Source: an optimization exercise on an open RTL-to-GDS flow (aim: small area and a short achievable clock period). Production flows keep margins and buffers that such runs may drop. Function was checked by simulation only, so behaviour that the tests miss may differ from the original.

==> inputs of try-violet <==
==> flow/design.v (excerpt) <==
module riscv_core(
    input clk_i,
    input rst_i,
    input   [31:0] instr_i,
    input   [31:0] RD_i,
    output  WE_o,
    output  [31:0] WD_o,
    output  [31:0] instr_addr_o,
    output  [31:0] data_addr_o,
    output  [2:0] size_o
);
==> module alu_riscv, before the edit <==
module alu_riscv (
    input  [31:0] a,
    input  [31:0] b,
    input  [2:0]  f3,
    input         sub,       
    input         arith,     
    output reg [31:0] y,
    output        eq,
    output        lts,
    output        ltu
);
    wire [31:0] bx = b ^ {32{sub}};
    wire [31:0] sum;
    add32bk u_add (.a(a), .b(bx), .ci(sub), .s(sum));
    wire [31:0] x = a ^ b;
    assign eq  = ~|x;
    assign ltu = (a[31] ^ b[31]) ? b[31] : sum[31];
    assign lts = (a[31] ^ b[31]) ? a[31] : sum[31];
    wire [31:0] shres_n;
    shifter u_sh (.a(a), .sh(b[4:0]), .left(~f3[2]), .arith(arith), .yn(shres_n));
    wire [31:0] shres = ~shres_n;
    always @(*) begin
        case (f3)
            3'd0: y = sum;
            3'd1: y = shres;
            3'd2: y = {31'd0, lts};
            3'd3: y = {31'd0, ltu};
            3'd4: y = x;
            3'd5: y = shres;
            3'd6: y = a | b;
            default: y = a & b;
        endcase
    end
endmodule
==> module riscv_core, before the edit <==
module riscv_core(
    input clk_i,
    input rst_i,
    input   [31:0] instr_i,
    input   [31:0] RD_i,
    output  WE_o,
    output  [31:0] WD_o,
    output  [31:0] instr_addr_o,
    output  [31:0] data_addr_o,
    output  [2:0] size_o
);
    wire [6:0] opc  = instr_i[6:0];
    wire [2:0] f3   = instr_i[14:12];
    wire [6:0] f7   = instr_i[31:25];
    wire [4:0] rs1a = instr_i[19:15];
    wire [4:0] rs2a = instr_i[24:20];
    wire [4:0] rda  = instr_i[11:7];
    wire f7z  = (f7 == 7'h00);
    wire f7s  = (f7 == 7'h20);
    wire is_op    = (opc == 7'b0110011) & (f7z | (f7s & (f3 == 3'd0 | f3 == 3'd5)));
    wire is_opimm = (opc == 7'b0010011) & ~((f3 == 3'd1) & ~f7z) & ~((f3 == 3'd5) & ~f7z & ~f7s);
    wire is_load  = (opc == 7'b0000011) & (f3 != 3'd3) & (f3 != 3'd6) & (f3 != 3'd7);
    wire is_store = (opc == 7'b0100011) & ~f3[2] & ~(f3[1] & f3[0]);
    wire is_br    = (opc == 7'b1100011) & (f3[2:1] != 2'b01);
    wire is_jal   = (opc == 7'b1101111);
    wire is_jalr  = (opc == 7'b1100111) & (f3 == 3'd0);
    wire is_lui   = (opc == 7'b0110111);
    wire is_auipc = (opc == 7'b0010111);
    assign WE_o   = is_store;
    assign size_o = f3;
    wire [31:0] imm_i = {{20{instr_i[31]}}, instr_i[31:20]};
    reg  [31:0] regs [1:31];
    wire [31:0] dec1n, dec2n, decw;
    wire [31*32-1:0] regs_flat;
    wire [31:0] rs1, rs2;
    genvar g;
    dec5n u_dec1 (.a(rs1a), .yn(dec1n));
    dec5n u_dec2 (.a(rs2a), .yn(dec2n));
    generate for (g = 0; g < 32; g = g + 1) begin : g_decw
        assign decw[g] = (rda == g);
    end endgenerate
    generate for (g = 1; g < 32; g = g + 1) begin : g_flat
        assign regs_flat[(g-1)*32 +: 32] = regs[g];
    end endgenerate
    rdmux #(.FAST(1)) u_rd1 (.seln(dec1n), .d(regs_flat), .y(rs1));
    rdmux u_rd2 (.seln(dec2n), .d(regs_flat), .y(rs2));
    wire sel_s = ~instr_i[6] & instr_i[5];
    wire [31:0] imm_ls = {imm_i[31:5], sel_s ? instr_i[11:7] : instr_i[24:20]};
    wire [31:0] addr;
    add32 u_addr (.a(rs1), .b(imm_ls), .s(addr));
    assign data_addr_o = addr;
    assign WD_o = rs2;
    wire [31:0] opb = instr_i[5] ? rs2 : imm_i;
    wire sub = ~(f3 == 3'd0) | (instr_i[5] & (instr_i[30] | instr_i[6]));
    wire [31:0] alu;
    wire eq, lts, ltu;
    alu_riscv u_alu (.a(rs1), .b(opb), .f3(f3), .sub(sub), .arith(instr_i[30]),
                     .y(alu), .eq(eq), .lts(lts), .ltu(ltu));
    reg  [31:1] pc_q;
    wire [31:0] pc = {pc_q, 1'b0};
    assign instr_addr_o = pc;
    wire [31:0] imm_b = {{20{instr_i[31]}}, instr_i[7], instr_i[30:25], instr_i[11:8], 1'b0};
    wire [31:0] imm_j = {{12{instr_i[31]}}, instr_i[19:12], instr_i[20], instr_i[30:21], 1'b0};
    wire [31:0] imm_u = {instr_i[31:12], 12'd0};
    wire [31:0] imm_pc = ~instr_i[2] ? imm_b : (instr_i[3] ? imm_j : imm_u);
    wire [31:0] pc4, pcimm;
    pc_add u_pc (.pc(pc), .imm(imm_pc), .pc4(pc4), .pcimm(pcimm));
    reg taken;
    always @(*) begin
        case (f3)
            3'd0: taken = eq;
            3'd1: taken = ~eq;
            3'd4: taken = lts;
            3'd5: taken = ~lts;
            3'd6: taken = ltu;
            default: taken = ~ltu;
        endcase
    end
    wire [31:0] pc_next = is_jalr ? {addr[31:1], 1'b0} :
                          ((is_br & taken) | is_jal) ? pcimm : pc4;
    always @(posedge clk_i) begin
        if (rst_i) pc_q <= 31'd0;
        else       pc_q <= pc_next[31:1];
    end
    wire [31:0] wd = is_load ? RD_i :
                     is_lui ? imm_u :
                     is_auipc ? pcimm :
                     (is_jal | is_jalr) ? pc4 : alu;
    wire we = is_op | is_opimm | is_load | is_jal | is_jalr | is_lui | is_auipc;
    generate for (g = 1; g < 32; g = g + 1) begin : g_rf
        always @(posedge clk_i) begin
            if (we & decw[g]) regs[g] <= wd;
        end
    end endgenerate
endmodule
clock: 26.0 ns
lec_check: 0
cap_margin: 20
core_margin: 2
core_utilization: 50
cts_cluster_diameter: 60
cts_cluster_size: 20
place_density: 0.65
setup_slack_margin: 0.8
slew_margin: 20
synth_hierarchical: 1
standard.sh (not shown) runs the stock make flow with config.mk's settings and CLKGATE_MAP_FILE= SYNTH_SCRIPT=/design/flow/synth_recipe.tcl, a recipe that flattens the netlist after the stock synthesis.
==> flow/flow/run.sh <==
#!/bin/bash
cd "$(dirname "$0")/.."
source flow/extra.sh
{
  printf 'through cts:\n'; printf '  %s\n' "${CTS_EXTRA[@]}"
  printf 'route and finish:\n'; printf '  %s\n' "${ROUTE_EXTRA[@]}"
} > run.log
bash standard.sh "${CTS_EXTRA[@]}" cts > standard_cts.log 2>&1
echo "standard.sh cts exit $?" >> run.log
bash standard.sh "${ROUTE_EXTRA[@]}" finish > standard_finish.log 2>&1
echo "standard.sh finish exit $?" >> run.log
==> flow/flow/extra.sh <==
# Port buffers: buf_2 cells.
PORTS="BUFFER_PORTS_ARGS=-buffer_cell sky130_fd_sc_hd__buf_2"
# Through clock tree synthesis: timing repair aims for 12.2 ns of setup slack,
# working on the worst 5% of the failing endpoints.
CTS_EXTRA=(
  "SETUP_SLACK_MARGIN=12.2"
  "TNS_END_PERCENT=5"
  "$PORTS"
)
# After global routing: repair only up to 12 ns of setup slack.
ROUTE_EXTRA=(
  "SETUP_SLACK_MARGIN=12"
  "TNS_END_PERCENT=5"
  "$PORTS"
)
==> inputs of try-willow, as changes to try-violet <==
--- a/flow/design.v
+++ b/flow/design.v
@@ -1554,8 +1554,9 @@
     input  [31:0] a,
     input  [31:0] b,
-    input  [2:0]  f3,
+    input         left,      
     input         sub,       
     input         arith,     
-    output reg [31:0] y,
+    output [31:0] sum,
+    output [31:0] shres_n,   
     output        eq,
     output        lts,
@@ -1563,25 +1564,67 @@
 );
     wire [31:0] bx = b ^ {32{sub}};
-    wire [31:0] sum;
     add32bk u_add (.a(a), .b(bx), .ci(sub), .s(sum));
-    wire [31:0] x = a ^ b;
-    assign eq  = ~|x;
+    assign eq  = ~|sum;      
     assign ltu = (a[31] ^ b[31]) ? b[31] : sum[31];
     assign lts = (a[31] ^ b[31]) ? a[31] : sum[31];
-    wire [31:0] shres_n;
-    shifter u_sh (.a(a), .sh(b[4:0]), .left(~f3[2]), .arith(arith), .yn(shres_n));
-    wire [31:0] shres = ~shres_n;
-    always @(*) begin
-        case (f3)
-            3'd0: y = sum;
-            3'd1: y = shres;
-            3'd2: y = {31'd0, lts};
-            3'd3: y = {31'd0, ltu};
-            3'd4: y = x;
-            3'd5: y = shres;
-            3'd6: y = a | b;
-            default: y = a & b;
-        endcase
-    end
+    shifter u_sh (.a(a), .sh(b[4:0]), .left(left), .arith(arith), .yn(shres_n));
+endmodule
+module wb_logic (input a, input b, input s_xor, input s_or, input s_and_n, output l);
+    wire n, o, kn;
+    wb_nand2  c0 (.a(a), .b(b), .y(n));
+    wb_nor2   c1 (.a(a), .b(b), .y(o));
+    wb_a21oi  c2 (.a1(s_xor), .a2(n), .b1(s_or), .y(kn));
+    wb_o22ai  c3 (.a1(n), .a2(s_and_n), .b1(o), .b2(kn), .y(l));
+endmodule
+module wb_nand2 (input a, input b, output y);
+    assign y = ~(a & b);
+endmodule
+module wb_a21oi (input a1, input a2, input b1, output y);
+    assign y = ~((a1 & a2) | b1);
+endmodule
+module wb_o22ai (input a1, input a2, input b1, input b2, output y);
+    assign y = ~((a1 | a2) & (b1 | b2));
+endmodule
+module wb_nand3b (input a_n, input b, input c, output y);
+    assign y = ~(~a_n & b & c);
+endmodule
+module wb_nand4b (input a_n, input b, input c, input d, output y);
+    assign y = ~(~a_n & b & c & d);
+endmodule
+module wb_a2bb2oi (input a1_n, input a2_n, input b1, input b2, output y);
+    assign y = ~((~a1_n & ~a2_n) | (b1 & b2));
+endmodule
+module wb_nor2 (input a, input b, output y);
+    assign y = ~(a | b);
+endmodule
+module wb_bit #(parameter LO = 0, parameter BIT0 = 0) (
+    input  sum, input sh_n, input a, input b, input rd, input u, input pcimm, input pc4,
+    input  ext_n,
+    input  s_sum, input s_sh_n, input s_xor, input s_or, input s_and_n,
+    input  s_ld, input s_lui, input s_auipc, input s_link,
+    output y
+);
+    wire t0, t1, l, un;
+    wb_a2bb2oi c0 (.a1_n(s_sh_n), .a2_n(sh_n), .b1(s_sum), .b2(sum), .y(t0));
+    sh_a222oi  c1 (.a1(s_ld), .a2(rd), .b1(s_auipc), .b2(pcimm), .c1(s_link), .c2(pc4), .y(t1));
+    wb_logic   c2 (.a(a), .b(b), .s_xor(s_xor), .s_or(s_or), .s_and_n(s_and_n), .l(l));
+    generate
+        if (BIT0) begin : g_b0
+            wb_nand4b c3 (.a_n(l), .b(t0), .c(t1), .d(ext_n), .y(y));
+        end else if (LO) begin : g_lo
+            wb_nand3b c3 (.a_n(l), .b(t0), .c(t1), .y(y));
+        end else begin : g_hi
+            wb_nand2  c4 (.a(s_lui), .b(u), .y(un));
+            wb_nand4b c3 (.a_n(l), .b(t0), .c(t1), .d(un), .y(y));
+        end
+    endgenerate
+endmodule
+module pc_bit (
+    input rst, input s_jalr, input jalr_t, input s_tk, input tgt, input s_nx, input pc4,
+    output d
+);
+    wire t;
+    sh_a222oi c0 (.a1(s_jalr), .a2(jalr_t), .b1(s_tk), .b2(tgt), .c1(s_nx), .c2(pc4), .y(t));
+    wb_nor2   c1 (.a(rst), .b(t), .y(d));
 endmodule
 module sh_a222oi (input a1, input a2, input b1, input b2, input c1, input c2, output y);
@@ -1760,5 +1803,5 @@
     end endgenerate
     rdmux #(.FAST(1)) u_rd1 (.seln(dec1n), .d(regs_flat), .y(rs1));
-    rdmux u_rd2 (.seln(dec2n), .d(regs_flat), .y(rs2));
+    rdmux #(.FAST(1)) u_rd2 (.seln(dec2n), .d(regs_flat), .y(rs2));
     wire sel_s = ~instr_i[6] & instr_i[5];
     wire [31:0] imm_ls = {imm_i[31:5], sel_s ? instr_i[11:7] : instr_i[24:20]};
@@ -1769,8 +1812,8 @@
     wire [31:0] opb = instr_i[5] ? rs2 : imm_i;
     wire sub = ~(f3 == 3'd0) | (instr_i[5] & (instr_i[30] | instr_i[6]));
-    wire [31:0] alu;
+    wire [31:0] sum, shres_n;
     wire eq, lts, ltu;
-    alu_riscv u_alu (.a(rs1), .b(opb), .f3(f3), .sub(sub), .arith(instr_i[30]),
-                     .y(alu), .eq(eq), .lts(lts), .ltu(ltu));
+    alu_riscv u_alu (.a(rs1), .b(opb), .left(~f3[2]), .sub(sub), .arith(instr_i[30]),
+                     .sum(sum), .shres_n(shres_n), .eq(eq), .lts(lts), .ltu(ltu));
     reg  [31:1] pc_q;
     wire [31:0] pc = {pc_q, 1'b0};
@@ -1793,14 +1836,33 @@
         endcase
     end
-    wire [31:0] pc_next = is_jalr ? {addr[31:1], 1'b0} :
-                          ((is_br & taken) | is_jal) ? pcimm : pc4;
+    wire jump = (is_br & taken) | is_jal;
+    wire s_jalr = is_jalr;
+    wire s_tk = ~is_jalr & jump;
+    wire s_nx = ~is_jalr & ~jump;
+    wire [31:1] pc_d;
+    generate for (g = 1; g < 32; g = g + 1) begin : g_pc
+        pc_bit u (.rst(rst_i), .s_jalr(s_jalr), .jalr_t(addr[g]), .s_tk(s_tk), .tgt(pcimm[g]),
+                  .s_nx(s_nx), .pc4(pc4[g]), .d(pc_d[g]));
+    end endgenerate
     always @(posedge clk_i) begin
-        if (rst_i) pc_q <= 31'd0;
-        else       pc_q <= pc_next[31:1];
+        pc_q <= pc_d;
     end
-    wire [31:0] wd = is_load ? RD_i :
-                     is_lui ? imm_u :
-                     is_auipc ? pcimm :
-                     (is_jal | is_jalr) ? pc4 : alu;
+    wire alu_op  = is_op | is_opimm;
+    wire s_sum   = alu_op & (f3 == 3'd0);
+    wire s_sh_n  = ~(alu_op & (f3[1:0] == 2'd1));
+    wire s_slt   = alu_op & (f3[2:1] == 2'd1);
+    wire s_xor   = alu_op & (f3 == 3'd4);
+    wire s_or    = alu_op & (f3 == 3'd6);
+    wire s_and_n = ~(alu_op & (f3 == 3'd7));
+    wire s_link  = is_jal | is_jalr;
+    wire slt_n   = ~(s_slt & (f3[0] ? ltu : lts));
+    wire [31:0] wd;
+    generate for (g = 0; g < 32; g = g + 1) begin : g_wb
+        wb_bit #(.LO(g < 12), .BIT0(g == 0)) u (
+            .sum(sum[g]), .sh_n(shres_n[g]), .a(rs1[g]), .b(opb[g]), .rd(RD_i[g]), .u(imm_u[g]),
+            .pcimm(pcimm[g]), .pc4(pc4[g]), .ext_n(slt_n),
+            .s_sum(s_sum), .s_sh_n(s_sh_n), .s_xor(s_xor), .s_or(s_or), .s_and_n(s_and_n),
+            .s_ld(is_load), .s_lui(is_lui), .s_auipc(is_auipc), .s_link(s_link), .y(wd[g]));
+    end endgenerate
     wire we = is_op | is_opimm | is_load | is_jal | is_jalr | is_lui | is_auipc;
     generate for (g = 1; g < 32; g = g + 1) begin : g_rf
CTS_CLUSTER_DIAMETER = 70   (was 60)
CTS_CLUSTER_SIZE = 26   (was 20)
==> impl_metrics.yaml <==
routing:
  drt_iter0_drc: 9476
synth:
  yosysSeqAreaShare: 0.596
  syn_area_um2: 51000
final_layout:
  seq_share: 0.524
cts:
  cts-resized-gates: 154
global_route:
  gr-usage-met2: 0.566
outcome:
  outcome: "finished clean"
floorplan:
  fp.dieArea_um2: 105000
  die_w_um: 323
power_and_ir_drop:
  p_leak_nw: 20.2
  pg_clk_mw: 1.02
the above is filed under try-willow

==> impl_metrics.yaml <==
cts:
  cts-resized-gates: 123
synth:
  synth_top_family_by_area: "compound AO/OA/AOI/OAI gates"
  syn_area_um2: 52600
  yosysSeqAreaShare: 0.578
power_and_ir_drop:
  pg_clk_mw: 1.32
  p_leak_nw: 21.4
worst_setup_path:
  ff2ff_path_depth: 19
  endpoint: "WD_o[27]"
global_route:
  gr-usage-met2: 0.578
routing:
  drt_iter0_drc: 10070
floorplan:
  fp.dieArea_um2: 108000
  die_w_um: 328
  core.rowCount: 119
outcome:
  outcome: "finished clean"
final_layout:
  seq_share: 0.508
the above is filed under try-violet

==> what the ideal ports hide <==
The results above use ideal ports. As a check the final layouts listed here were re-extracted and re-timed, cells and wires unchanged.
Step 1 assumes that a clkbuf_16 drives the clock port and a buf_2 every other input.
Step 2 moves the port delays by t, midway between the first and last clock arrival at a register: inputs arrive t later, outputs are due t later. That takes back most of the time a late clock gives input paths.
Three values: no drivers, after step 1, after step 2; two values: the first two.
| run | shift t [ns] | slack for setup (ns) | hold WS [ns] | worst register clock-pin slew, ns |
|---|---|---|---|---|
| try-violet | 0.743 | 11.590 / 11.561 / 11.523 | 0.663 / 0.663 / 0.663 | 0.08 / 0.08 |
| try-willow | 0.766 | 11.903 / 11.876 / 11.876 | 0.731 / 0.731 / 0.731 | 0.10 / 0.10 |
After both steps setup and hold are still met in every run listed. For try-violet, which loses most, drivers alone change the setup slack by -0.029 ns; drivers and shift together by -0.067 ns.
